Source: an optimization exercise on an open RTL-to-GDS flow (aim: small area, a short achievable clock period and few clock cycles). Production flows keep margins and buffers that such runs may drop. Only simulation tests tie the RTL to the original design; equivalence was not proved. Power and IR drop assume default switching activity.

==> flow/design.v <==
module mul_16 (v, a, a3, b, as, ac, ns, nc);
input v;
input [15:0] a;
input [17:0] a3;
input [15:0] b;
input [31:0] as, ac;
output [31:0] ns, nc;
wire [7:0] s1, s2, s3;
genvar j;
generate for (j = 0; j < 8; j = j + 1) begin : dig
    assign s1[j] = v & ~b[2*j+1] &  b[2*j];
    assign s2[j] = v &  b[2*j+1] & ~b[2*j];
    assign s3[j] = v &  b[2*j+1] &  b[2*j];
end endgenerate
wire pp0_0;
wire pp0_1;
wire pp0_2;
wire pp0_3;
wire pp0_4;
wire pp0_5;
wire pp0_6;
wire pp0_7;
wire pp0_8;
wire pp0_9;
wire pp0_10;
wire pp0_11;
wire pp0_12;
wire pp0_13;
wire pp0_14;
wire pp0_15;
wire pp0_16;
wire pp0_17;
wire pp1_0;
wire pp1_1;
wire pp1_2;
wire pp1_3;
wire pp1_4;
wire pp1_5;
wire pp1_6;
wire pp1_7;
wire pp1_8;
wire pp1_9;
wire pp1_10;
wire pp1_11;
wire pp1_12;
wire pp1_13;
wire pp1_14;
wire pp1_15;
wire pp1_16;
wire pp1_17;
wire pp2_0;
wire pp2_1;
wire pp2_2;
wire pp2_3;
wire pp2_4;
wire pp2_5;
wire pp2_6;
wire pp2_7;
wire pp2_8;
wire pp2_9;
wire pp2_10;
wire pp2_11;
wire pp2_12;
wire pp2_13;
wire pp2_14;
wire pp2_15;
wire pp2_16;
wire pp2_17;
wire pp3_0;
wire pp3_1;
wire pp3_2;
wire pp3_3;
wire pp3_4;
wire pp3_5;
wire pp3_6;
wire pp3_7;
wire pp3_8;
wire pp3_9;
wire pp3_10;
wire pp3_11;
wire pp3_12;
wire pp3_13;
wire pp3_14;
wire pp3_15;
wire pp3_16;
wire pp3_17;
wire pp4_0;
wire pp4_1;
wire pp4_2;
wire pp4_3;
wire pp4_4;
wire pp4_5;
wire pp4_6;
wire pp4_7;
wire pp4_8;
wire pp4_9;
wire pp4_10;
wire pp4_11;
wire pp4_12;
wire pp4_13;
wire pp4_14;
wire pp4_15;
wire pp4_16;
wire pp4_17;
wire pp5_0;
wire pp5_1;
wire pp5_2;
wire pp5_3;
wire pp5_4;
wire pp5_5;
wire pp5_6;
wire pp5_7;
wire pp5_8;
wire pp5_9;
wire pp5_10;
wire pp5_11;
wire pp5_12;
wire pp5_13;
wire pp5_14;
wire pp5_15;
wire pp5_16;
wire pp5_17;
wire pp6_0;
wire pp6_1;
wire pp6_2;
wire pp6_3;
wire pp6_4;
wire pp6_5;
wire pp6_6;
wire pp6_7;
wire pp6_8;
wire pp6_9;
wire pp6_10;
wire pp6_11;
wire pp6_12;
wire pp6_13;
wire pp6_14;
wire pp6_15;
wire pp6_16;
wire pp6_17;
wire pp7_0;
wire pp7_1;
wire pp7_2;
wire pp7_3;
wire pp7_4;
wire pp7_5;
wire pp7_6;
wire pp7_7;
wire pp7_8;
wire pp7_9;
wire pp7_10;
wire pp7_11;
wire pp7_12;
wire pp7_13;
wire pp7_14;
wire pp7_15;
wire pp7_16;
wire pp7_17;
wire fs0;
wire fc0;
wire fs1;
wire fc1;
wire fs2;
wire fc2;
wire fs3;
wire fc3;
wire fs4;
wire fc4;
wire fs5;
wire fc5;
wire fs6;
wire fc6;
wire fs7;
wire fc7;
wire fs8;
wire fc8;
wire fs9;
wire fc9;
wire fs10;
wire fc10;
wire fs11;
wire fc11;
wire fs12;
wire fc12;
wire fs13;
wire fc13;
wire fs14;
wire fc14;
wire fs15;
wire fc15;
wire fs16;
wire fc16;
wire fs17;
wire fc17;
wire fs18;
wire fc18;
wire fs19;
wire fc19;
wire fs20;
wire fc20;
wire fs21;
wire fc21;
wire fs22;
wire fc22;
wire fs23;
wire fc23;
wire fs24;
wire fc24;
wire fs25;
wire fc25;
wire fs26;
wire fc26;
wire fs27;
wire fc27;
wire fs28;
wire fc28;
wire fs29;
wire fc29;
wire fs30;
wire fc30;
wire fs31;
wire fc31;
wire fs32;
wire fc32;
wire fs33;
wire fc33;
wire fs34;
wire fc34;
wire fs35;
wire fc35;
wire fs36;
wire fc36;
wire fs37;
wire fc37;
wire fs38;
wire fc38;
wire fs39;
wire fc39;
wire fs40;
wire fc40;
wire fs41;
wire fc41;
wire fs42;
wire fc42;
wire fs43;
wire fc43;
wire fs44;
wire fc44;
wire fs45;
wire fc45;
wire fs46;
wire fc46;
wire fs47;
wire fc47;
wire fs48;
wire fc48;
wire fs49;
wire fc49;
wire fs50;
wire fc50;
wire fs51;
wire fc51;
wire fs52;
wire fc52;
wire fs53;
wire fc53;
wire fs54;
wire fc54;
wire fs55;
wire fc55;
wire fs56;
wire fc56;
wire fs57;
wire fc57;
wire fs58;
wire fc58;
wire fs59;
wire fc59;
wire fs60;
wire fc60;
wire fs61;
wire fc61;
wire fs62;
wire fc62;
wire fs63;
wire fc63;
wire fs64;
wire fc64;
wire fs65;
wire fc65;
wire fs66;
wire fc66;
wire fs67;
wire fc67;
wire fs68;
wire fc68;
wire fs69;
wire fc69;
wire fs70;
wire fc70;
wire fs71;
wire fc71;
wire fs72;
wire fc72;
wire fs73;
wire fc73;
wire fs74;
wire fc74;
wire fs75;
wire fc75;
wire fs76;
wire fc76;
wire fs77;
wire fc77;
wire fs78;
wire fc78;
wire fs79;
wire fc79;
wire fs80;
wire fc80;
wire fs81;
wire fc81;
wire fs82;
wire fc82;
wire fs83;
wire fc83;
wire fs84;
wire fc84;
wire fs85;
wire fc85;
wire fs86;
wire fc86;
wire fs87;
wire fc87;
wire fs88;
wire fc88;
wire fs89;
wire fc89;
wire fs90;
wire fc90;
wire fs91;
wire fc91;
wire fs92;
wire fc92;
wire fs93;
wire fc93;
wire fs94;
wire fc94;
wire fs95;
wire fc95;
wire fs96;
wire fc96;
wire fs97;
wire fc97;
wire fs98;
wire fc98;
wire fs99;
wire fc99;
wire fs100;
wire fc100;
wire fs101;
wire fc101;
wire fs102;
wire fc102;
wire fs103;
wire fc103;
wire fs104;
wire fc104;
wire fs105;
wire fc105;
wire fs106;
wire fc106;
wire fs107;
wire fc107;
wire fs108;
wire fc108;
wire fs109;
wire fc109;
wire fs110;
wire fc110;
wire fs111;
wire fc111;
wire fs112;
wire fc112;
wire fs113;
wire fc113;
wire fs114;
wire fc114;
wire fs115;
wire fc115;
wire fs116;
wire fc116;
wire fs117;
wire fc117;
wire fs118;
wire fc118;
wire fs119;
wire fc119;
wire fs120;
wire fc120;
wire fs121;
wire fc121;
wire fs122;
wire fc122;
wire fs123;
wire fc123;
wire fs124;
wire fc124;
wire fs125;
wire fc125;
wire fs126;
wire fc126;
wire fs127;
wire fc127;
wire fs128;
wire fc128;
wire fs129;
wire fc129;
wire fs130;
wire fc130;
wire fs131;
wire fc131;
wire fs132;
wire fc132;
wire fs133;
wire fc133;
wire fs134;
wire fc134;
wire fs135;
wire fc135;
wire fs136;
wire fc136;
wire fs137;
wire fc137;
wire fs138;
wire fc138;
wire fs139;
wire fc139;
wire fs140;
wire fc140;
wire fs141;
wire fc141;
wire fs142;
wire fc142;
wire fs143;
wire fc143;
wire fs144;
wire fc144;
wire fs145;
wire fc145;
wire fs146;
wire fc146;
wire fs147;
wire fc147;
wire fs148;
wire fc148;
wire fs149;
wire fc149;
wire fs150;
wire fc150;
wire fs151;
wire fc151;
wire fs152;
wire fc152;
wire fs153;
wire fc153;
wire fs154;
wire fc154;
wire fs155;
wire fc155;
wire fs156;
wire fc156;
wire fs157;
wire fc157;
assign pp0_0 = (s1[0] & a[0]) | (s3[0] & a3[0]);
assign pp0_1 = (s1[0] & a[1]) | (s2[0] & a[0]) | (s3[0] & a3[1]);
assign pp0_2 = (s1[0] & a[2]) | (s2[0] & a[1]) | (s3[0] & a3[2]);
assign pp0_3 = (s1[0] & a[3]) | (s2[0] & a[2]) | (s3[0] & a3[3]);
assign pp0_4 = (s1[0] & a[4]) | (s2[0] & a[3]) | (s3[0] & a3[4]);
assign pp0_5 = (s1[0] & a[5]) | (s2[0] & a[4]) | (s3[0] & a3[5]);
assign pp0_6 = (s1[0] & a[6]) | (s2[0] & a[5]) | (s3[0] & a3[6]);
assign pp0_7 = (s1[0] & a[7]) | (s2[0] & a[6]) | (s3[0] & a3[7]);
assign pp0_8 = (s1[0] & a[8]) | (s2[0] & a[7]) | (s3[0] & a3[8]);
assign pp0_9 = (s1[0] & a[9]) | (s2[0] & a[8]) | (s3[0] & a3[9]);
assign pp0_10 = (s1[0] & a[10]) | (s2[0] & a[9]) | (s3[0] & a3[10]);
assign pp0_11 = (s1[0] & a[11]) | (s2[0] & a[10]) | (s3[0] & a3[11]);
assign pp0_12 = (s1[0] & a[12]) | (s2[0] & a[11]) | (s3[0] & a3[12]);
assign pp0_13 = (s1[0] & a[13]) | (s2[0] & a[12]) | (s3[0] & a3[13]);
assign pp0_14 = (s1[0] & a[14]) | (s2[0] & a[13]) | (s3[0] & a3[14]);
assign pp0_15 = (s1[0] & a[15]) | (s2[0] & a[14]) | (s3[0] & a3[15]);
assign pp0_16 = (s2[0] & a[15]) | (s3[0] & a3[16]);
assign pp0_17 = (s3[0] & a3[17]);
assign pp1_0 = (s1[1] & a[0]) | (s3[1] & a3[0]);
assign pp1_1 = (s1[1] & a[1]) | (s2[1] & a[0]) | (s3[1] & a3[1]);
assign pp1_2 = (s1[1] & a[2]) | (s2[1] & a[1]) | (s3[1] & a3[2]);
assign pp1_3 = (s1[1] & a[3]) | (s2[1] & a[2]) | (s3[1] & a3[3]);
assign pp1_4 = (s1[1] & a[4]) | (s2[1] & a[3]) | (s3[1] & a3[4]);
assign pp1_5 = (s1[1] & a[5]) | (s2[1] & a[4]) | (s3[1] & a3[5]);
assign pp1_6 = (s1[1] & a[6]) | (s2[1] & a[5]) | (s3[1] & a3[6]);
assign pp1_7 = (s1[1] & a[7]) | (s2[1] & a[6]) | (s3[1] & a3[7]);
assign pp1_8 = (s1[1] & a[8]) | (s2[1] & a[7]) | (s3[1] & a3[8]);
assign pp1_9 = (s1[1] & a[9]) | (s2[1] & a[8]) | (s3[1] & a3[9]);
assign pp1_10 = (s1[1] & a[10]) | (s2[1] & a[9]) | (s3[1] & a3[10]);
assign pp1_11 = (s1[1] & a[11]) | (s2[1] & a[10]) | (s3[1] & a3[11]);
assign pp1_12 = (s1[1] & a[12]) | (s2[1] & a[11]) | (s3[1] & a3[12]);
assign pp1_13 = (s1[1] & a[13]) | (s2[1] & a[12]) | (s3[1] & a3[13]);
assign pp1_14 = (s1[1] & a[14]) | (s2[1] & a[13]) | (s3[1] & a3[14]);
assign pp1_15 = (s1[1] & a[15]) | (s2[1] & a[14]) | (s3[1] & a3[15]);
assign pp1_16 = (s2[1] & a[15]) | (s3[1] & a3[16]);
assign pp1_17 = (s3[1] & a3[17]);
assign pp2_0 = (s1[2] & a[0]) | (s3[2] & a3[0]);
assign pp2_1 = (s1[2] & a[1]) | (s2[2] & a[0]) | (s3[2] & a3[1]);
assign pp2_2 = (s1[2] & a[2]) | (s2[2] & a[1]) | (s3[2] & a3[2]);
assign pp2_3 = (s1[2] & a[3]) | (s2[2] & a[2]) | (s3[2] & a3[3]);
assign pp2_4 = (s1[2] & a[4]) | (s2[2] & a[3]) | (s3[2] & a3[4]);
assign pp2_5 = (s1[2] & a[5]) | (s2[2] & a[4]) | (s3[2] & a3[5]);
assign pp2_6 = (s1[2] & a[6]) | (s2[2] & a[5]) | (s3[2] & a3[6]);
assign pp2_7 = (s1[2] & a[7]) | (s2[2] & a[6]) | (s3[2] & a3[7]);
assign pp2_8 = (s1[2] & a[8]) | (s2[2] & a[7]) | (s3[2] & a3[8]);
assign pp2_9 = (s1[2] & a[9]) | (s2[2] & a[8]) | (s3[2] & a3[9]);
assign pp2_10 = (s1[2] & a[10]) | (s2[2] & a[9]) | (s3[2] & a3[10]);
assign pp2_11 = (s1[2] & a[11]) | (s2[2] & a[10]) | (s3[2] & a3[11]);
assign pp2_12 = (s1[2] & a[12]) | (s2[2] & a[11]) | (s3[2] & a3[12]);
assign pp2_13 = (s1[2] & a[13]) | (s2[2] & a[12]) | (s3[2] & a3[13]);
assign pp2_14 = (s1[2] & a[14]) | (s2[2] & a[13]) | (s3[2] & a3[14]);
assign pp2_15 = (s1[2] & a[15]) | (s2[2] & a[14]) | (s3[2] & a3[15]);
assign pp2_16 = (s2[2] & a[15]) | (s3[2] & a3[16]);
assign pp2_17 = (s3[2] & a3[17]);
assign pp3_0 = (s1[3] & a[0]) | (s3[3] & a3[0]);
assign pp3_1 = (s1[3] & a[1]) | (s2[3] & a[0]) | (s3[3] & a3[1]);
assign pp3_2 = (s1[3] & a[2]) | (s2[3] & a[1]) | (s3[3] & a3[2]);
assign pp3_3 = (s1[3] & a[3]) | (s2[3] & a[2]) | (s3[3] & a3[3]);
assign pp3_4 = (s1[3] & a[4]) | (s2[3] & a[3]) | (s3[3] & a3[4]);
assign pp3_5 = (s1[3] & a[5]) | (s2[3] & a[4]) | (s3[3] & a3[5]);
assign pp3_6 = (s1[3] & a[6]) | (s2[3] & a[5]) | (s3[3] & a3[6]);
assign pp3_7 = (s1[3] & a[7]) | (s2[3] & a[6]) | (s3[3] & a3[7]);
assign pp3_8 = (s1[3] & a[8]) | (s2[3] & a[7]) | (s3[3] & a3[8]);
assign pp3_9 = (s1[3] & a[9]) | (s2[3] & a[8]) | (s3[3] & a3[9]);
assign pp3_10 = (s1[3] & a[10]) | (s2[3] & a[9]) | (s3[3] & a3[10]);
assign pp3_11 = (s1[3] & a[11]) | (s2[3] & a[10]) | (s3[3] & a3[11]);
assign pp3_12 = (s1[3] & a[12]) | (s2[3] & a[11]) | (s3[3] & a3[12]);
assign pp3_13 = (s1[3] & a[13]) | (s2[3] & a[12]) | (s3[3] & a3[13]);
assign pp3_14 = (s1[3] & a[14]) | (s2[3] & a[13]) | (s3[3] & a3[14]);
assign pp3_15 = (s1[3] & a[15]) | (s2[3] & a[14]) | (s3[3] & a3[15]);
assign pp3_16 = (s2[3] & a[15]) | (s3[3] & a3[16]);
assign pp3_17 = (s3[3] & a3[17]);
assign pp4_0 = (s1[4] & a[0]) | (s3[4] & a3[0]);
assign pp4_1 = (s1[4] & a[1]) | (s2[4] & a[0]) | (s3[4] & a3[1]);
assign pp4_2 = (s1[4] & a[2]) | (s2[4] & a[1]) | (s3[4] & a3[2]);
assign pp4_3 = (s1[4] & a[3]) | (s2[4] & a[2]) | (s3[4] & a3[3]);
assign pp4_4 = (s1[4] & a[4]) | (s2[4] & a[3]) | (s3[4] & a3[4]);
assign pp4_5 = (s1[4] & a[5]) | (s2[4] & a[4]) | (s3[4] & a3[5]);
assign pp4_6 = (s1[4] & a[6]) | (s2[4] & a[5]) | (s3[4] & a3[6]);
assign pp4_7 = (s1[4] & a[7]) | (s2[4] & a[6]) | (s3[4] & a3[7]);
assign pp4_8 = (s1[4] & a[8]) | (s2[4] & a[7]) | (s3[4] & a3[8]);
assign pp4_9 = (s1[4] & a[9]) | (s2[4] & a[8]) | (s3[4] & a3[9]);
assign pp4_10 = (s1[4] & a[10]) | (s2[4] & a[9]) | (s3[4] & a3[10]);
assign pp4_11 = (s1[4] & a[11]) | (s2[4] & a[10]) | (s3[4] & a3[11]);
assign pp4_12 = (s1[4] & a[12]) | (s2[4] & a[11]) | (s3[4] & a3[12]);
assign pp4_13 = (s1[4] & a[13]) | (s2[4] & a[12]) | (s3[4] & a3[13]);
assign pp4_14 = (s1[4] & a[14]) | (s2[4] & a[13]) | (s3[4] & a3[14]);
assign pp4_15 = (s1[4] & a[15]) | (s2[4] & a[14]) | (s3[4] & a3[15]);
assign pp4_16 = (s2[4] & a[15]) | (s3[4] & a3[16]);
assign pp4_17 = (s3[4] & a3[17]);
assign pp5_0 = (s1[5] & a[0]) | (s3[5] & a3[0]);
assign pp5_1 = (s1[5] & a[1]) | (s2[5] & a[0]) | (s3[5] & a3[1]);
assign pp5_2 = (s1[5] & a[2]) | (s2[5] & a[1]) | (s3[5] & a3[2]);
assign pp5_3 = (s1[5] & a[3]) | (s2[5] & a[2]) | (s3[5] & a3[3]);
assign pp5_4 = (s1[5] & a[4]) | (s2[5] & a[3]) | (s3[5] & a3[4]);
assign pp5_5 = (s1[5] & a[5]) | (s2[5] & a[4]) | (s3[5] & a3[5]);
assign pp5_6 = (s1[5] & a[6]) | (s2[5] & a[5]) | (s3[5] & a3[6]);
assign pp5_7 = (s1[5] & a[7]) | (s2[5] & a[6]) | (s3[5] & a3[7]);
assign pp5_8 = (s1[5] & a[8]) | (s2[5] & a[7]) | (s3[5] & a3[8]);
assign pp5_9 = (s1[5] & a[9]) | (s2[5] & a[8]) | (s3[5] & a3[9]);
assign pp5_10 = (s1[5] & a[10]) | (s2[5] & a[9]) | (s3[5] & a3[10]);
assign pp5_11 = (s1[5] & a[11]) | (s2[5] & a[10]) | (s3[5] & a3[11]);
assign pp5_12 = (s1[5] & a[12]) | (s2[5] & a[11]) | (s3[5] & a3[12]);
assign pp5_13 = (s1[5] & a[13]) | (s2[5] & a[12]) | (s3[5] & a3[13]);
assign pp5_14 = (s1[5] & a[14]) | (s2[5] & a[13]) | (s3[5] & a3[14]);
assign pp5_15 = (s1[5] & a[15]) | (s2[5] & a[14]) | (s3[5] & a3[15]);
assign pp5_16 = (s2[5] & a[15]) | (s3[5] & a3[16]);
assign pp5_17 = (s3[5] & a3[17]);
assign pp6_0 = (s1[6] & a[0]) | (s3[6] & a3[0]);
assign pp6_1 = (s1[6] & a[1]) | (s2[6] & a[0]) | (s3[6] & a3[1]);
assign pp6_2 = (s1[6] & a[2]) | (s2[6] & a[1]) | (s3[6] & a3[2]);
assign pp6_3 = (s1[6] & a[3]) | (s2[6] & a[2]) | (s3[6] & a3[3]);
assign pp6_4 = (s1[6] & a[4]) | (s2[6] & a[3]) | (s3[6] & a3[4]);
assign pp6_5 = (s1[6] & a[5]) | (s2[6] & a[4]) | (s3[6] & a3[5]);
assign pp6_6 = (s1[6] & a[6]) | (s2[6] & a[5]) | (s3[6] & a3[6]);
assign pp6_7 = (s1[6] & a[7]) | (s2[6] & a[6]) | (s3[6] & a3[7]);
assign pp6_8 = (s1[6] & a[8]) | (s2[6] & a[7]) | (s3[6] & a3[8]);
assign pp6_9 = (s1[6] & a[9]) | (s2[6] & a[8]) | (s3[6] & a3[9]);
assign pp6_10 = (s1[6] & a[10]) | (s2[6] & a[9]) | (s3[6] & a3[10]);
assign pp6_11 = (s1[6] & a[11]) | (s2[6] & a[10]) | (s3[6] & a3[11]);
assign pp6_12 = (s1[6] & a[12]) | (s2[6] & a[11]) | (s3[6] & a3[12]);
assign pp6_13 = (s1[6] & a[13]) | (s2[6] & a[12]) | (s3[6] & a3[13]);
assign pp6_14 = (s1[6] & a[14]) | (s2[6] & a[13]) | (s3[6] & a3[14]);
assign pp6_15 = (s1[6] & a[15]) | (s2[6] & a[14]) | (s3[6] & a3[15]);
assign pp6_16 = (s2[6] & a[15]) | (s3[6] & a3[16]);
assign pp6_17 = (s3[6] & a3[17]);
assign pp7_0 = (s1[7] & a[0]) | (s3[7] & a3[0]);
assign pp7_1 = (s1[7] & a[1]) | (s2[7] & a[0]) | (s3[7] & a3[1]);
assign pp7_2 = (s1[7] & a[2]) | (s2[7] & a[1]) | (s3[7] & a3[2]);
assign pp7_3 = (s1[7] & a[3]) | (s2[7] & a[2]) | (s3[7] & a3[3]);
assign pp7_4 = (s1[7] & a[4]) | (s2[7] & a[3]) | (s3[7] & a3[4]);
assign pp7_5 = (s1[7] & a[5]) | (s2[7] & a[4]) | (s3[7] & a3[5]);
assign pp7_6 = (s1[7] & a[6]) | (s2[7] & a[5]) | (s3[7] & a3[6]);
assign pp7_7 = (s1[7] & a[7]) | (s2[7] & a[6]) | (s3[7] & a3[7]);
assign pp7_8 = (s1[7] & a[8]) | (s2[7] & a[7]) | (s3[7] & a3[8]);
assign pp7_9 = (s1[7] & a[9]) | (s2[7] & a[8]) | (s3[7] & a3[9]);
assign pp7_10 = (s1[7] & a[10]) | (s2[7] & a[9]) | (s3[7] & a3[10]);
assign pp7_11 = (s1[7] & a[11]) | (s2[7] & a[10]) | (s3[7] & a3[11]);
assign pp7_12 = (s1[7] & a[12]) | (s2[7] & a[11]) | (s3[7] & a3[12]);
assign pp7_13 = (s1[7] & a[13]) | (s2[7] & a[12]) | (s3[7] & a3[13]);
assign pp7_14 = (s1[7] & a[14]) | (s2[7] & a[13]) | (s3[7] & a3[14]);
assign pp7_15 = (s1[7] & a[15]) | (s2[7] & a[14]) | (s3[7] & a3[15]);
assign pp7_16 = (s2[7] & a[15]) | (s3[7] & a3[16]);
assign pp7_17 = (s3[7] & a3[17]);
assign fs0 = as[0] ^ pp0_0;
assign fc0 = as[0] & pp0_0;
assign fs1 = ac[1] ^ as[1] ^ pp0_1;
assign fc1 = (ac[1] & as[1]) | (ac[1] & pp0_1) | (as[1] & pp0_1);
assign fs2 = as[2] ^ pp0_2 ^ pp1_0;
assign fc2 = (as[2] & pp0_2) | (as[2] & pp1_0) | (pp0_2 & pp1_0);
assign fs3 = fc1 ^ fs2;
assign fc3 = fc1 & fs2;
assign fs4 = ac[3] ^ as[3] ^ pp0_3;
assign fc4 = (ac[3] & as[3]) | (ac[3] & pp0_3) | (as[3] & pp0_3);
assign fs5 = pp1_1 ^ fc2 ^ fs4;
assign fc5 = (pp1_1 & fc2) | (pp1_1 & fs4) | (fc2 & fs4);
assign fs6 = as[4] ^ pp0_4 ^ pp1_2;
assign fc6 = (as[4] & pp0_4) | (as[4] & pp1_2) | (pp0_4 & pp1_2);
assign fs7 = pp2_0 ^ fc4 ^ fs6;
assign fc7 = (pp2_0 & fc4) | (pp2_0 & fs6) | (fc4 & fs6);
assign fs8 = fc5 ^ fs7;
assign fc8 = fc5 & fs7;
assign fs9 = ac[5] ^ as[5] ^ pp0_5;
assign fc9 = (ac[5] & as[5]) | (ac[5] & pp0_5) | (as[5] & pp0_5);
assign fs10 = pp1_3 ^ pp2_1 ^ fc6;
assign fc10 = (pp1_3 & pp2_1) | (pp1_3 & fc6) | (pp2_1 & fc6);
assign fs11 = fs9 ^ fc7 ^ fs10;
assign fc11 = (fs9 & fc7) | (fs9 & fs10) | (fc7 & fs10);
assign fs12 = as[6] ^ pp0_6 ^ pp1_4;
assign fc12 = (as[6] & pp0_6) | (as[6] & pp1_4) | (pp0_6 & pp1_4);
assign fs13 = pp2_2 ^ pp3_0 ^ fc9;
assign fc13 = (pp2_2 & pp3_0) | (pp2_2 & fc9) | (pp3_0 & fc9);
assign fs14 = fs12 ^ fc10 ^ fs13;
assign fc14 = (fs12 & fc10) | (fs12 & fs13) | (fc10 & fs13);
assign fs15 = fc11 ^ fs14;
assign fc15 = fc11 & fs14;
assign fs16 = ac[7] ^ as[7] ^ pp0_7;
assign fc16 = (ac[7] & as[7]) | (ac[7] & pp0_7) | (as[7] & pp0_7);
assign fs17 = pp1_5 ^ pp2_3 ^ pp3_1;
assign fc17 = (pp1_5 & pp2_3) | (pp1_5 & pp3_1) | (pp2_3 & pp3_1);
assign fs18 = fc12 ^ fs16 ^ fs17;
assign fc18 = (fc12 & fs16) | (fc12 & fs17) | (fs16 & fs17);
assign fs19 = fc13 ^ fs18 ^ fc14;
assign fc19 = (fc13 & fs18) | (fc13 & fc14) | (fs18 & fc14);
assign fs20 = as[8] ^ pp0_8 ^ pp1_6;
assign fc20 = (as[8] & pp0_8) | (as[8] & pp1_6) | (pp0_8 & pp1_6);
assign fs21 = pp2_4 ^ pp3_2 ^ pp4_0;
assign fc21 = (pp2_4 & pp3_2) | (pp2_4 & pp4_0) | (pp3_2 & pp4_0);
assign fs22 = fc16 ^ fc17 ^ fs20;
assign fc22 = (fc16 & fc17) | (fc16 & fs20) | (fc17 & fs20);
assign fs23 = fs21 ^ fc18 ^ fs22;
assign fc23 = (fs21 & fc18) | (fs21 & fs22) | (fc18 & fs22);
assign fs24 = fs23 ^ fc19;
assign fc24 = fs23 & fc19;
assign fs25 = ac[9] ^ as[9] ^ pp0_9;
assign fc25 = (ac[9] & as[9]) | (ac[9] & pp0_9) | (as[9] & pp0_9);
assign fs26 = pp1_7 ^ pp2_5 ^ pp3_3;
assign fc26 = (pp1_7 & pp2_5) | (pp1_7 & pp3_3) | (pp2_5 & pp3_3);
assign fs27 = pp4_1 ^ fc20 ^ fc21;
assign fc27 = (pp4_1 & fc20) | (pp4_1 & fc21) | (fc20 & fc21);
assign fs28 = fs25 ^ fs26 ^ fc22;
assign fc28 = (fs25 & fs26) | (fs25 & fc22) | (fs26 & fc22);
assign fs29 = fs27 ^ fc23 ^ fs28;
assign fc29 = (fs27 & fc23) | (fs27 & fs28) | (fc23 & fs28);
assign fs30 = as[10] ^ pp0_10 ^ pp1_8;
assign fc30 = (as[10] & pp0_10) | (as[10] & pp1_8) | (pp0_10 & pp1_8);
assign fs31 = pp2_6 ^ pp3_4 ^ pp4_2;
assign fc31 = (pp2_6 & pp3_4) | (pp2_6 & pp4_2) | (pp3_4 & pp4_2);
assign fs32 = pp5_0 ^ fc25 ^ fc26;
assign fc32 = (pp5_0 & fc25) | (pp5_0 & fc26) | (fc25 & fc26);
assign fs33 = fs30 ^ fs31 ^ fc27;
assign fc33 = (fs30 & fs31) | (fs30 & fc27) | (fs31 & fc27);
assign fs34 = fs32 ^ fc28 ^ fs33;
assign fc34 = (fs32 & fc28) | (fs32 & fs33) | (fc28 & fs33);
assign fs35 = fc29 ^ fs34;
assign fc35 = fc29 & fs34;
assign fs36 = ac[11] ^ as[11] ^ pp0_11;
assign fc36 = (ac[11] & as[11]) | (ac[11] & pp0_11) | (as[11] & pp0_11);
assign fs37 = pp1_9 ^ pp2_7 ^ pp3_5;
assign fc37 = (pp1_9 & pp2_7) | (pp1_9 & pp3_5) | (pp2_7 & pp3_5);
assign fs38 = pp4_3 ^ pp5_1 ^ fc30;
assign fc38 = (pp4_3 & pp5_1) | (pp4_3 & fc30) | (pp5_1 & fc30);
assign fs39 = fc31 ^ fs36 ^ fs37;
assign fc39 = (fc31 & fs36) | (fc31 & fs37) | (fs36 & fs37);
assign fs40 = fc32 ^ fs38 ^ fs39;
assign fc40 = (fc32 & fs38) | (fc32 & fs39) | (fs38 & fs39);
assign fs41 = fc33 ^ fs40 ^ fc34;
assign fc41 = (fc33 & fs40) | (fc33 & fc34) | (fs40 & fc34);
assign fs42 = as[12] ^ pp0_12 ^ pp1_10;
assign fc42 = (as[12] & pp0_12) | (as[12] & pp1_10) | (pp0_12 & pp1_10);
assign fs43 = pp2_8 ^ pp3_6 ^ pp4_4;
assign fc43 = (pp2_8 & pp3_6) | (pp2_8 & pp4_4) | (pp3_6 & pp4_4);
assign fs44 = pp5_2 ^ pp6_0 ^ fc36;
assign fc44 = (pp5_2 & pp6_0) | (pp5_2 & fc36) | (pp6_0 & fc36);
assign fs45 = fc37 ^ fs42 ^ fs43;
assign fc45 = (fc37 & fs42) | (fc37 & fs43) | (fs42 & fs43);
assign fs46 = fc38 ^ fc39 ^ fs44;
assign fc46 = (fc38 & fc39) | (fc38 & fs44) | (fc39 & fs44);
assign fs47 = fs45 ^ fc40 ^ fs46;
assign fc47 = (fs45 & fc40) | (fs45 & fs46) | (fc40 & fs46);
assign fs48 = fs47 ^ fc41;
assign fc48 = fs47 & fc41;
assign fs49 = ac[13] ^ as[13] ^ pp0_13;
assign fc49 = (ac[13] & as[13]) | (ac[13] & pp0_13) | (as[13] & pp0_13);
assign fs50 = pp1_11 ^ pp2_9 ^ pp3_7;
assign fc50 = (pp1_11 & pp2_9) | (pp1_11 & pp3_7) | (pp2_9 & pp3_7);
assign fs51 = pp4_5 ^ pp5_3 ^ pp6_1;
assign fc51 = (pp4_5 & pp5_3) | (pp4_5 & pp6_1) | (pp5_3 & pp6_1);
assign fs52 = fc42 ^ fc43 ^ fs49;
assign fc52 = (fc42 & fc43) | (fc42 & fs49) | (fc43 & fs49);
assign fs53 = fs50 ^ fs51 ^ fc44;
assign fc53 = (fs50 & fs51) | (fs50 & fc44) | (fs51 & fc44);
assign fs54 = fc45 ^ fs52 ^ fc46;
assign fc54 = (fc45 & fs52) | (fc45 & fc46) | (fs52 & fc46);
assign fs55 = fs53 ^ fc47 ^ fs54;
assign fc55 = (fs53 & fc47) | (fs53 & fs54) | (fc47 & fs54);
assign fs56 = as[14] ^ pp0_14 ^ pp1_12;
assign fc56 = (as[14] & pp0_14) | (as[14] & pp1_12) | (pp0_14 & pp1_12);
assign fs57 = pp2_10 ^ pp3_8 ^ pp4_6;
assign fc57 = (pp2_10 & pp3_8) | (pp2_10 & pp4_6) | (pp3_8 & pp4_6);
assign fs58 = pp5_4 ^ pp6_2 ^ pp7_0;
assign fc58 = (pp5_4 & pp6_2) | (pp5_4 & pp7_0) | (pp6_2 & pp7_0);
assign fs59 = fc49 ^ fc50 ^ fc51;
assign fc59 = (fc49 & fc50) | (fc49 & fc51) | (fc50 & fc51);
assign fs60 = fs56 ^ fs57 ^ fs58;
assign fc60 = (fs56 & fs57) | (fs56 & fs58) | (fs57 & fs58);
assign fs61 = fc52 ^ fs59 ^ fs60;
assign fc61 = (fc52 & fs59) | (fc52 & fs60) | (fs59 & fs60);
assign fs62 = fc53 ^ fs61 ^ fc54;
assign fc62 = (fc53 & fs61) | (fc53 & fc54) | (fs61 & fc54);
assign fs63 = fc55 ^ fs62;
assign fc63 = fc55 & fs62;
assign fs64 = ac[15] ^ as[15] ^ pp0_15;
assign fc64 = (ac[15] & as[15]) | (ac[15] & pp0_15) | (as[15] & pp0_15);
assign fs65 = pp1_13 ^ pp2_11 ^ pp3_9;
assign fc65 = (pp1_13 & pp2_11) | (pp1_13 & pp3_9) | (pp2_11 & pp3_9);
assign fs66 = pp4_7 ^ pp5_5 ^ pp6_3;
assign fc66 = (pp4_7 & pp5_5) | (pp4_7 & pp6_3) | (pp5_5 & pp6_3);
assign fs67 = pp7_1 ^ fc56 ^ fc57;
assign fc67 = (pp7_1 & fc56) | (pp7_1 & fc57) | (fc56 & fc57);
assign fs68 = fc58 ^ fs64 ^ fs65;
assign fc68 = (fc58 & fs64) | (fc58 & fs65) | (fs64 & fs65);
assign fs69 = fs66 ^ fc59 ^ fc60;
assign fc69 = (fs66 & fc59) | (fs66 & fc60) | (fc59 & fc60);
assign fs70 = fs67 ^ fs68 ^ fc61;
assign fc70 = (fs67 & fs68) | (fs67 & fc61) | (fs68 & fc61);
assign fs71 = fs69 ^ fs70 ^ fc62;
assign fc71 = (fs69 & fs70) | (fs69 & fc62) | (fs70 & fc62);
assign fs72 = ac[16] ^ as[16] ^ pp0_16;
assign fc72 = (ac[16] & as[16]) | (ac[16] & pp0_16) | (as[16] & pp0_16);
assign fs73 = pp1_14 ^ pp2_12 ^ pp3_10;
assign fc73 = (pp1_14 & pp2_12) | (pp1_14 & pp3_10) | (pp2_12 & pp3_10);
assign fs74 = pp4_8 ^ pp5_6 ^ pp6_4;
assign fc74 = (pp4_8 & pp5_6) | (pp4_8 & pp6_4) | (pp5_6 & pp6_4);
assign fs75 = pp7_2 ^ fc64 ^ fc65;
assign fc75 = (pp7_2 & fc64) | (pp7_2 & fc65) | (fc64 & fc65);
assign fs76 = fc66 ^ fs72 ^ fs73;
assign fc76 = (fc66 & fs72) | (fc66 & fs73) | (fs72 & fs73);
assign fs77 = fs74 ^ fc67 ^ fc68;
assign fc77 = (fs74 & fc67) | (fs74 & fc68) | (fc67 & fc68);
assign fs78 = fs75 ^ fs76 ^ fc69;
assign fc78 = (fs75 & fs76) | (fs75 & fc69) | (fs76 & fc69);
assign fs79 = fs77 ^ fc70 ^ fs78;
assign fc79 = (fs77 & fc70) | (fs77 & fs78) | (fc70 & fs78);
assign fs80 = ac[17] ^ as[17] ^ pp0_17;
assign fc80 = (ac[17] & as[17]) | (ac[17] & pp0_17) | (as[17] & pp0_17);
assign fs81 = pp1_15 ^ pp2_13 ^ pp3_11;
assign fc81 = (pp1_15 & pp2_13) | (pp1_15 & pp3_11) | (pp2_13 & pp3_11);
assign fs82 = pp4_9 ^ pp5_7 ^ pp6_5;
assign fc82 = (pp4_9 & pp5_7) | (pp4_9 & pp6_5) | (pp5_7 & pp6_5);
assign fs83 = pp7_3 ^ fc72 ^ fc73;
assign fc83 = (pp7_3 & fc72) | (pp7_3 & fc73) | (fc72 & fc73);
assign fs84 = fc74 ^ fs80 ^ fs81;
assign fc84 = (fc74 & fs80) | (fc74 & fs81) | (fs80 & fs81);
assign fs85 = fs82 ^ fc75 ^ fc76;
assign fc85 = (fs82 & fc75) | (fs82 & fc76) | (fc75 & fc76);
assign fs86 = fs83 ^ fs84 ^ fc77;
assign fc86 = (fs83 & fs84) | (fs83 & fc77) | (fs84 & fc77);
assign fs87 = fs85 ^ fc78 ^ fs86;
assign fc87 = (fs85 & fc78) | (fs85 & fs86) | (fc78 & fs86);
assign fs88 = as[18] ^ pp1_16 ^ pp2_14;
assign fc88 = (as[18] & pp1_16) | (as[18] & pp2_14) | (pp1_16 & pp2_14);
assign fs89 = pp3_12 ^ pp4_10 ^ pp5_8;
assign fc89 = (pp3_12 & pp4_10) | (pp3_12 & pp5_8) | (pp4_10 & pp5_8);
assign fs90 = pp6_6 ^ pp7_4 ^ fc80;
assign fc90 = (pp6_6 & pp7_4) | (pp6_6 & fc80) | (pp7_4 & fc80);
assign fs91 = fc81 ^ fc82 ^ fs88;
assign fc91 = (fc81 & fc82) | (fc81 & fs88) | (fc82 & fs88);
assign fs92 = fs89 ^ fc83 ^ fc84;
assign fc92 = (fs89 & fc83) | (fs89 & fc84) | (fc83 & fc84);
assign fs93 = fs90 ^ fs91 ^ fc85;
assign fc93 = (fs90 & fs91) | (fs90 & fc85) | (fs91 & fc85);
assign fs94 = fs92 ^ fc86 ^ fs93;
assign fc94 = (fs92 & fc86) | (fs92 & fs93) | (fc86 & fs93);
assign fs95 = fc87 ^ fs94;
assign fc95 = fc87 & fs94;
assign fs96 = as[19] ^ pp1_17 ^ pp2_15;
assign fc96 = (as[19] & pp1_17) | (as[19] & pp2_15) | (pp1_17 & pp2_15);
assign fs97 = pp3_13 ^ pp4_11 ^ pp5_9;
assign fc97 = (pp3_13 & pp4_11) | (pp3_13 & pp5_9) | (pp4_11 & pp5_9);
assign fs98 = pp6_7 ^ pp7_5 ^ fc88;
assign fc98 = (pp6_7 & pp7_5) | (pp6_7 & fc88) | (pp7_5 & fc88);
assign fs99 = fc89 ^ fs96 ^ fs97;
assign fc99 = (fc89 & fs96) | (fc89 & fs97) | (fs96 & fs97);
assign fs100 = fc90 ^ fc91 ^ fs98;
assign fc100 = (fc90 & fc91) | (fc90 & fs98) | (fc91 & fs98);
assign fs101 = fs99 ^ fc92 ^ fs100;
assign fc101 = (fs99 & fc92) | (fs99 & fs100) | (fc92 & fs100);
assign fs102 = fc93 ^ fs101 ^ fc94;
assign fc102 = (fc93 & fs101) | (fc93 & fc94) | (fs101 & fc94);
assign fs103 = fc95 ^ fs102;
assign fc103 = fc95 & fs102;
assign fs104 = ac[20] ^ as[20] ^ pp2_16;
assign fc104 = (ac[20] & as[20]) | (ac[20] & pp2_16) | (as[20] & pp2_16);
assign fs105 = pp3_14 ^ pp4_12 ^ pp5_10;
assign fc105 = (pp3_14 & pp4_12) | (pp3_14 & pp5_10) | (pp4_12 & pp5_10);
assign fs106 = pp6_8 ^ pp7_6 ^ fc96;
assign fc106 = (pp6_8 & pp7_6) | (pp6_8 & fc96) | (pp7_6 & fc96);
assign fs107 = fc97 ^ fs104 ^ fs105;
assign fc107 = (fc97 & fs104) | (fc97 & fs105) | (fs104 & fs105);
assign fs108 = fc98 ^ fc99 ^ fs106;
assign fc108 = (fc98 & fc99) | (fc98 & fs106) | (fc99 & fs106);
assign fs109 = fs107 ^ fc100 ^ fs108;
assign fc109 = (fs107 & fc100) | (fs107 & fs108) | (fc100 & fs108);
assign fs110 = fc101 ^ fs109 ^ fc102;
assign fc110 = (fc101 & fs109) | (fc101 & fc102) | (fs109 & fc102);
assign fs111 = as[21] ^ pp2_17 ^ pp3_15;
assign fc111 = (as[21] & pp2_17) | (as[21] & pp3_15) | (pp2_17 & pp3_15);
assign fs112 = pp4_13 ^ pp5_11 ^ pp6_9;
assign fc112 = (pp4_13 & pp5_11) | (pp4_13 & pp6_9) | (pp5_11 & pp6_9);
assign fs113 = pp7_7 ^ fc104 ^ fc105;
assign fc113 = (pp7_7 & fc104) | (pp7_7 & fc105) | (fc104 & fc105);
assign fs114 = fs111 ^ fs112 ^ fc106;
assign fc114 = (fs111 & fs112) | (fs111 & fc106) | (fs112 & fc106);
assign fs115 = fc107 ^ fs113 ^ fc108;
assign fc115 = (fc107 & fs113) | (fc107 & fc108) | (fs113 & fc108);
assign fs116 = fs114 ^ fc109 ^ fs115;
assign fc116 = (fs114 & fc109) | (fs114 & fs115) | (fc109 & fs115);
assign fs117 = fs116 ^ fc110;
assign fc117 = fs116 & fc110;
assign fs118 = ac[22] ^ as[22] ^ pp3_16;
assign fc118 = (ac[22] & as[22]) | (ac[22] & pp3_16) | (as[22] & pp3_16);
assign fs119 = pp4_14 ^ pp5_12 ^ pp6_10;
assign fc119 = (pp4_14 & pp5_12) | (pp4_14 & pp6_10) | (pp5_12 & pp6_10);
assign fs120 = pp7_8 ^ fc111 ^ fc112;
assign fc120 = (pp7_8 & fc111) | (pp7_8 & fc112) | (fc111 & fc112);
assign fs121 = fs118 ^ fs119 ^ fc113;
assign fc121 = (fs118 & fs119) | (fs118 & fc113) | (fs119 & fc113);
assign fs122 = fs120 ^ fc114 ^ fs121;
assign fc122 = (fs120 & fc114) | (fs120 & fs121) | (fc114 & fs121);
assign fs123 = fc115 ^ fs122 ^ fc116;
assign fc123 = (fc115 & fs122) | (fc115 & fc116) | (fs122 & fc116);
assign fs124 = as[23] ^ pp3_17 ^ pp4_15;
assign fc124 = (as[23] & pp3_17) | (as[23] & pp4_15) | (pp3_17 & pp4_15);
assign fs125 = pp5_13 ^ pp6_11 ^ pp7_9;
assign fc125 = (pp5_13 & pp6_11) | (pp5_13 & pp7_9) | (pp6_11 & pp7_9);
assign fs126 = fc118 ^ fc119 ^ fs124;
assign fc126 = (fc118 & fc119) | (fc118 & fs124) | (fc119 & fs124);
assign fs127 = fs125 ^ fc120 ^ fs126;
assign fc127 = (fs125 & fc120) | (fs125 & fs126) | (fc120 & fs126);
assign fs128 = fc121 ^ fs127 ^ fc122;
assign fc128 = (fc121 & fs127) | (fc121 & fc122) | (fs127 & fc122);
assign fs129 = fs128 ^ fc123;
assign fc129 = fs128 & fc123;
assign fs130 = ac[24] ^ as[24] ^ pp4_16;
assign fc130 = (ac[24] & as[24]) | (ac[24] & pp4_16) | (as[24] & pp4_16);
assign fs131 = pp5_14 ^ pp6_12 ^ pp7_10;
assign fc131 = (pp5_14 & pp6_12) | (pp5_14 & pp7_10) | (pp6_12 & pp7_10);
assign fs132 = fc124 ^ fc125 ^ fs130;
assign fc132 = (fc124 & fc125) | (fc124 & fs130) | (fc125 & fs130);
assign fs133 = fs131 ^ fc126 ^ fs132;
assign fc133 = (fs131 & fc126) | (fs131 & fs132) | (fc126 & fs132);
assign fs134 = fc127 ^ fs133 ^ fc128;
assign fc134 = (fc127 & fs133) | (fc127 & fc128) | (fs133 & fc128);
assign fs135 = as[25] ^ pp4_17 ^ pp5_15;
assign fc135 = (as[25] & pp4_17) | (as[25] & pp5_15) | (pp4_17 & pp5_15);
assign fs136 = pp6_13 ^ pp7_11 ^ fc130;
assign fc136 = (pp6_13 & pp7_11) | (pp6_13 & fc130) | (pp7_11 & fc130);
assign fs137 = fc131 ^ fs135 ^ fc132;
assign fc137 = (fc131 & fs135) | (fc131 & fc132) | (fs135 & fc132);
assign fs138 = fs136 ^ fc133 ^ fs137;
assign fc138 = (fs136 & fc133) | (fs136 & fs137) | (fc133 & fs137);
assign fs139 = fs138 ^ fc134;
assign fc139 = fs138 & fc134;
assign fs140 = ac[26] ^ as[26] ^ pp5_16;
assign fc140 = (ac[26] & as[26]) | (ac[26] & pp5_16) | (as[26] & pp5_16);
assign fs141 = pp6_14 ^ pp7_12 ^ fc135;
assign fc141 = (pp6_14 & pp7_12) | (pp6_14 & fc135) | (pp7_12 & fc135);
assign fs142 = fs140 ^ fc136 ^ fs141;
assign fc142 = (fs140 & fc136) | (fs140 & fs141) | (fc136 & fs141);
assign fs143 = fc137 ^ fs142 ^ fc138;
assign fc143 = (fc137 & fs142) | (fc137 & fc138) | (fs142 & fc138);
assign fs144 = as[27] ^ pp5_17 ^ pp6_15;
assign fc144 = (as[27] & pp5_17) | (as[27] & pp6_15) | (pp5_17 & pp6_15);
assign fs145 = pp7_13 ^ fc140 ^ fs144;
assign fc145 = (pp7_13 & fc140) | (pp7_13 & fs144) | (fc140 & fs144);
assign fs146 = fc141 ^ fs145 ^ fc142;
assign fc146 = (fc141 & fs145) | (fc141 & fc142) | (fs145 & fc142);
assign fs147 = fs146 ^ fc143;
assign fc147 = fs146 & fc143;
assign fs148 = ac[28] ^ as[28] ^ pp6_16;
assign fc148 = (ac[28] & as[28]) | (ac[28] & pp6_16) | (as[28] & pp6_16);
assign fs149 = pp7_14 ^ fc144 ^ fs148;
assign fc149 = (pp7_14 & fc144) | (pp7_14 & fs148) | (fc144 & fs148);
assign fs150 = fc145 ^ fs149 ^ fc146;
assign fc150 = (fc145 & fs149) | (fc145 & fc146) | (fs149 & fc146);
assign fs151 = as[29] ^ pp6_17 ^ pp7_15;
assign fc151 = (as[29] & pp6_17) | (as[29] & pp7_15) | (pp6_17 & pp7_15);
assign fs152 = fc148 ^ fs151 ^ fc149;
assign fc152 = (fc148 & fs151) | (fc148 & fc149) | (fs151 & fc149);
assign fs153 = fs152 ^ fc150;
assign fc153 = fs152 & fc150;
assign fs154 = ac[30] ^ as[30] ^ pp7_16;
assign fc154 = (ac[30] & as[30]) | (ac[30] & pp7_16) | (as[30] & pp7_16);
assign fs155 = fc151 ^ fs154 ^ fc152;
assign fc155 = (fc151 & fs154) | (fc151 & fc152) | (fs154 & fc152);
assign fs156 = as[31] ^ pp7_17 ^ fc154;
assign fc156 = (as[31] & pp7_17) | (as[31] & fc154) | (pp7_17 & fc154);
assign fs157 = fs156 ^ fc155;
assign fc157 = fs156 & fc155;
assign ns[0] = fs0;
assign nc[0] = 1'b0;
assign ns[1] = fc0;
assign nc[1] = fs1;
assign ns[2] = fs3;
assign nc[2] = 1'b0;
assign ns[3] = fc3;
assign nc[3] = fs5;
assign ns[4] = fs8;
assign nc[4] = 1'b0;
assign ns[5] = fc8;
assign nc[5] = fs11;
assign ns[6] = fs15;
assign nc[6] = 1'b0;
assign ns[7] = fc15;
assign nc[7] = fs19;
assign ns[8] = fs24;
assign nc[8] = 1'b0;
assign ns[9] = fs29;
assign nc[9] = fc24;
assign ns[10] = fs35;
assign nc[10] = 1'b0;
assign ns[11] = fc35;
assign nc[11] = fs41;
assign ns[12] = fs48;
assign nc[12] = 1'b0;
assign ns[13] = fs55;
assign nc[13] = fc48;
assign ns[14] = fs63;
assign nc[14] = 1'b0;
assign ns[15] = fc63;
assign nc[15] = fs71;
assign ns[16] = fs79;
assign nc[16] = fc71;
assign ns[17] = fc79;
assign nc[17] = fs87;
assign ns[18] = fs95;
assign nc[18] = 1'b0;
assign ns[19] = fs103;
assign nc[19] = 1'b0;
assign ns[20] = fc103;
assign nc[20] = fs110;
assign ns[21] = fs117;
assign nc[21] = 1'b0;
assign ns[22] = fs123;
assign nc[22] = fc117;
assign ns[23] = fs129;
assign nc[23] = 1'b0;
assign ns[24] = fs134;
assign nc[24] = fc129;
assign ns[25] = fs139;
assign nc[25] = 1'b0;
assign ns[26] = fs143;
assign nc[26] = fc139;
assign ns[27] = fs147;
assign nc[27] = 1'b0;
assign ns[28] = fs150;
assign nc[28] = fc147;
assign ns[29] = fs153;
assign nc[29] = 1'b0;
assign ns[30] = fs155;
assign nc[30] = fc153;
assign ns[31] = fs157;
assign nc[31] = 1'b0;
endmodule
`timescale 1ns / 1ps
module mat_mul (clk, rst, load, data, address, done, product);
input clk, rst, load ;
input [15:0] data ;
input [3:0] address ;
output reg done ;
output reg [31:0] product ;
reg [4:0] count ;            
reg [15:0] a ;               
reg [17:0] a3 ;              
reg v ;                      
reg first ;                  
reg last_row_word ;          
reg last_word ;              
reg wr ;                     
reg [15:0] bw0 [0:3] ;       
reg [15:0] bw1 [0:3] ;       
reg [15:0] bw2 [0:3] ;
reg [15:0] bw3 [0:3] ;
reg [31:0] acc_s [0:3] ;     
reg [31:0] acc_c [0:3] ;
reg [127:0] row0, row1, row2 ;  
wire take_a = load & count[4] ;
wire [17:0] data3 = {2'b00, data} + {1'b0, data, 1'b0} ;
wire [31:0] nxt_s [0:3] ;
wire [31:0] nxt_c [0:3] ;
wire [127:0] res ;           
genvar c ;
generate
    for (c = 0; c < 4; c = c + 1)
        begin : col
            wire take_b = load & ~count[4] & (count[1:0] == c) ;
            always @(posedge clk)
                if (take_b | take_a)
                    begin
                        bw0[c] <= count[4] ? bw3[c] : data ;
                        bw1[c] <= bw0[c] ;
                        bw2[c] <= bw1[c] ;
                        bw3[c] <= bw2[c] ;
                    end
            wire clr = v & first ;
            mul_16 mac (.v(v), .a(a), .a3(a3), .b(bw0[c]),
                        .as(clr ? 32'd0 : acc_s[c]), .ac(clr ? 32'd0 : acc_c[c]),
                        .ns(nxt_s[c]), .nc(nxt_c[c])) ;
            always @(posedge clk)
                begin
                    acc_s[c] <= nxt_s[c] ;
                    acc_c[c] <= nxt_c[c] ;
                end
            assign res[32*c +: 32] = acc_s[c] + acc_c[c] ;
        end
endgenerate
always @(posedge clk)
begin
    a <= data ;
    a3 <= data3 ;
    first <= (count[1:0] == 2'd0) ;
    last_row_word <= (count[1:0] == 2'd3) & (count[3:2] != 2'd3) ;
    last_word <= (count[3:0] == 4'd15) ;
end
always @(posedge clk)
    if (wr)
        begin
            row0 <= row1 ;
            row1 <= row2 ;
            row2 <= res ;
        end
always @(posedge clk)
begin
    if (rst)
        begin
            count <= 5'd0 ;
            v <= 1'b0 ;
            wr <= 1'b0 ;
            done <= 1'b0 ;
        end
    else
        begin
            v <= take_a ;
            wr <= v & last_row_word ;
            if (load)
                begin
                    count <= count + 5'd1 ;
                    done <= 1'b0 ;
                end
            else if (v & last_word)
                done <= 1'b1 ;
        end
end
reg [127:0] rsel ;
always @(*)
    case (address[3:2])
        2'd0: rsel = row0 ;
        2'd1: rsel = row1 ;
        2'd2: rsel = row2 ;
        default: rsel = res ;
    endcase
always @(posedge clk)
    product <= rsel[32*address[1:0] +: 32] ;
endmodule
==> flow/run.sh <==
#!/bin/bash
# synth_recipe.tcl (not shown) runs the flow's synth.tcl, then flattens the netlist and writes it again
# the make line also repeats each setting of config.mk as NAME=value (left out here)
make -C /OpenROAD-flow-scripts/flow DESIGN_CONFIG=/design/flow/config.mk WORK_HOME=/design/flow/orfs CLKGATE_MAP_FILE= SYNTH_SCRIPT=/design/flow/synth_recipe.tcl finish
==> flow/config.mk <==
export PLATFORM = sky130hd
export DESIGN_NAME = mat_mul
export DESIGN_NICKNAME = mat_mul
export VERILOG_FILES = /design/flow/design.v
export SDC_FILE = /design/flow/constraint.sdc
export NUM_CORES = 4
export LEC_CHECK = 0
export CAP_MARGIN = 20
export CORE_MARGIN = 2
export CORE_UTILIZATION = 40
export SLEW_MARGIN = 20
==> flow/constraint.sdc <==
create_clock -name core_clock -period 10.0 [get_ports {clk}]
set_input_delay 2.0000 -clock core_clock [delete_from_list [all_inputs] [get_ports {clk}]]
set_output_delay 2.0000 -clock core_clock [all_outputs]
set_load 0.01 [all_outputs]
==> notes.md <==
## final cells by class
class                      count  area (um2)
multi-input combinational   4409       36780
timing repair buffer         202        1728
clock inverter                70       798.3
clock buffer                 116        2560
inverter                     593        2226
tap                         2175        2721
antenna                        6       15.01
sequential                   908       24610
fill                       15270       91330
## path summary, 6_finish.rpt
kind / startpoint / to / slack, ns / cells past startpoint
min reg2reg: bw2[3][4] / bw3[3][4] / 0.41 / 0
min: bw2[3][4] / bw3[3][4] / 0.41 / 0
max reg2reg: v / acc_s[3][21] / 3.91 / 14
max: v / acc_s[3][21] / 3.91 / 14
## cells by family (layout without fill, tap and decap cells)
kind of cell | Yosys count | in the layout | share of synthesized area [%]
xor+xnor | 142 | 142 | 1.898
fa+ha+maj | 714 | 714 | 20.11
buf+inv | 1119 | 981 | 6.427
other cells | 0 | 6 | 0
compound gates | 805 | 805 | 7.359
simple gates | 2089 | 2089 | 14.02
mux | 659 | 659 | 12.67
flops | 908 | 908 | 37.52
## critical path, stage by stage, from the launching register on
cell and delay [ns]:
dfxtp_4 0.90, buf_12 0.51, buf_4 0.71, nand3_1 0.23
fa_1 0.59, inv_1 0.06, fa_1 0.42, fa_1 0.45
inv_1 0.08, fa_1 0.42, fa_1 0.39, fa_1 0.40
fa_1 0.36, inv_1 0.07, ha_1 0.21
## flip-flops by register name, indices dropped and copies added, names as in the netlist, 5 cells and up
signal / count
bw1: 64
a: 15
bw3: 64
acc_c: 64
row1: 128
count: 5
bw0: 64
acc_s: 128
row2: 128
row0: 128
a3: 18
bw2: 64
product: 32
## synth_stat cells, types with 9 or more instances
| cell | count |
|---|---|
| nand3_1 | 82 |
| o221ai_1 | 25 |
| nor3_1 | 20 |
| inv_1 | 592 |
| nand2b_1 | 26 |
| nor2b_1 | 61 |
| a31oi_1 | 27 |
| mux4_2 | 83 |
| edfxtp_1 | 640 |
| o211ai_1 | 13 |
| o21a_1 | 11 |
| xor2_1 | 38 |
| nor2_1 | 85 |
| a211oi_1 | 12 |
| o21ai_0 | 472 |
| ha_1 | 149 |
| o21ai_1 | 12 |
| xnor2_1 | 104 |
| fa_1 | 565 |
| mux2i_1 | 42 |
| and2_1 | 292 |
| buf_1 | 35 |
| and3_1 | 41 |
| a22o_1 | 30 |
| a21o_1 | 15 |
| nand2_1 | 1436 |
| clkbuf_1 | 482 |
| mux2_2 | 534 |
| buf_2 | 9 |
| a21oi_1 | 75 |
| nand4_1 | 15 |
| dfxtp_1 | 268 |
| a22oi_1 | 37 |
## metrics by stage
| stage | total power [mW] | cells | hold WS [ns] | worst slack [ns] | area, um2 |
|---|---|---|---|---|---|
| 3_5_place_dp | 5.419 | 8285 | 0.4045 | 3.907 | 68000 |
| 2_1_floorplan | 4.968 | 6436 | 0.3952 | 0.5192 | 65530 |
| 3_3_place_gp | 5.402 | 8285 | 0.4003 | 3.958 | 67990 |
| 4_1_cts | 9.250 | 8471 | 0.4079 | 3.863 | 71360 |
| 6_report | 9.207 | 8479 | 0.4087 | 3.909 | 71440 |
| 5_1_grt | 9.498 | 8474 | 0.4189 | 3.511 | 71430 |
## power groups by stage
stage	registers, mW	logic (mW)	clock network, mW
2_1_floorplan	4.19	0.777	0
3_5_place_dp	4.22	1.20	0
6_report	4.14	1.24	3.83
4_1_cts	4.14	1.21	3.91
5_1_grt	4.14	1.31	4.05
3_3_place_gp	4.22	1.19	0
## per-layer routing
metal / global-route usage [%] / routed length (um)
met1: 34.38 / 88330
met2: 35.86 / 86620
met3: 5.257 / 19190
met4: 7.196 / 5784
met5: 0 / 55
==> flow_summary.ini <==
[die]
core-area_um2 = 162800
die_height_um = 408.7
die_x_um = 408.7
initial_utilization_pct = 40.26
dieArea_um2 = 167100
ioPinCount = 56
num_rows = 148

[timing]
rsz0062_at_grt = no
fmax_mhz = 164.2
skew_ns = 0.03809
min_period_ns = 6.091
slew_violations = 0
fin_crit_sh_pct = 60.91
tns_ns = 0
hold_viol_final = 0
setup_violations = 0
relSlewSlack_pct = 19.25
tightest_slew_ns = 1.211

[yosys]
ys_seq_area_share_pct = 37.52
synth-seq-cells = 908
ys.flop_type = edfxtp_1
netlist_instances = 6436
yosysTopAreaCell = edfxtp_1
syn_nets = 7173
async_reset_ff_share_pct = 0
ys_types = 82
synth.area.top_cells = edfxtp_1 (29%), fa_1 (17%), mux2_2 (9.2%), nand2_1 (8.2%), dfxtp_1 (8.2%)
synth_edf_count = 640
synth_area_um2 = 65530
yosys_warnings = 13
synth_top_area_share_pct = 29.33
synth_area_per_cell_um2 = 10.18

[clock_tree]
cts_tree = yes
clockRootBuffer = clkbuf_16
clk_pin_slew_ns = 0.07
cts-buffers-inserted = 98
cts_setup_buffers = 0
clk_latency_ns = 0.75
htreeDepth = 3
ctsResizeCount = 0
clockBufferDepth = 3
clock_sinks = 908
cts-hold-fix-buffers = 0

[worst_setup_path]
cp_max_fo = 181
crit_type = reg -> reg
crit_path_end_kind = register
crit_required_ns = 10.61
start_kind = register
arrival_ns = 6.70

[layout]
nNetsFinal = 6949
area_growth_pct = 9.020
final_core_util_pct = 43.89
layout_common_cells = nand2_1 (1435), edfxtp_1 (640), inv_1 (591)
layout-drive-gt1-share_pct = 15.66
final_common_cell = nand2_1

[power_and_ir_drop]
switching_share_pct = 27.03
vdd_drop_max_uv = 136.8
intPower_mw = 6.718
p_sw_mw = 2.489
power.share.clock_pct = 41.7
p_per_area_nw_per_um2 = 128.9
leakage_nw = 27.81
combPwrFrac_pct = 13.4
seqPwrFrac_pct = 44.9

[placement]
port_buffers = 55
hpwl_mm = 136.8
gp_congestion = 0.8957

[grt]
grt_pass1_vias = 46120
grt_pass1_wl_mm = 301.6
antenna_found_initial = 14
grt_max_degree = 196
grt_overflow = 0
grt_usage_pct = 23.87

[flow_run]
drv_cap = 0

[drt]
vias_per_cell = 5.508
post-route-drc-count = 0
firstDrtPassIters = 8
wl_mm = 200.0
ant_nets = 0
drt_iter0_drc = 4868
wire_per_inst_um = 23.58
dr_total_vias = 46700

[min_path]
hp-class = reg -> reg

[outcome]
outcome = finished clean
Testbench counts, summed over its fixed seeds: cycles 9,600.

[static timing again, ports no longer ideal]
How much do the figures lean on ideal ports? The routed layout below was timed once more, with nothing changed but the port constraints. Step 1 (the two cells are an assumption about what drives the block):
set clk [get_ports {clk}]
set_driving_cell -lib_cell sky130_fd_sc_hd__clkbuf_16 $clk
set_driving_cell -lib_cell sky130_fd_sc_hd__buf_2 [delete_from_list [all_inputs] $clk]
Step 2 adds t to the input delays and takes it off the output delays; t is the mean of the earliest and latest rising clock arrival at the registers after step 1. Input paths then give back, and output paths get back, about the clock's delay inside the block. Three values: ideal ports, drivers, drivers and shift; two values: the first two.
t, ns: 0.818
setup slack, ns: 3.909 / 3.909 / 3.909
hold slack, ns: 0.409 / 0.409 / 0.409
After both steps this run still meets setup and hold. The setup slack of this run moves by 0.000 ns with the drivers and by 0.000 ns with both steps.
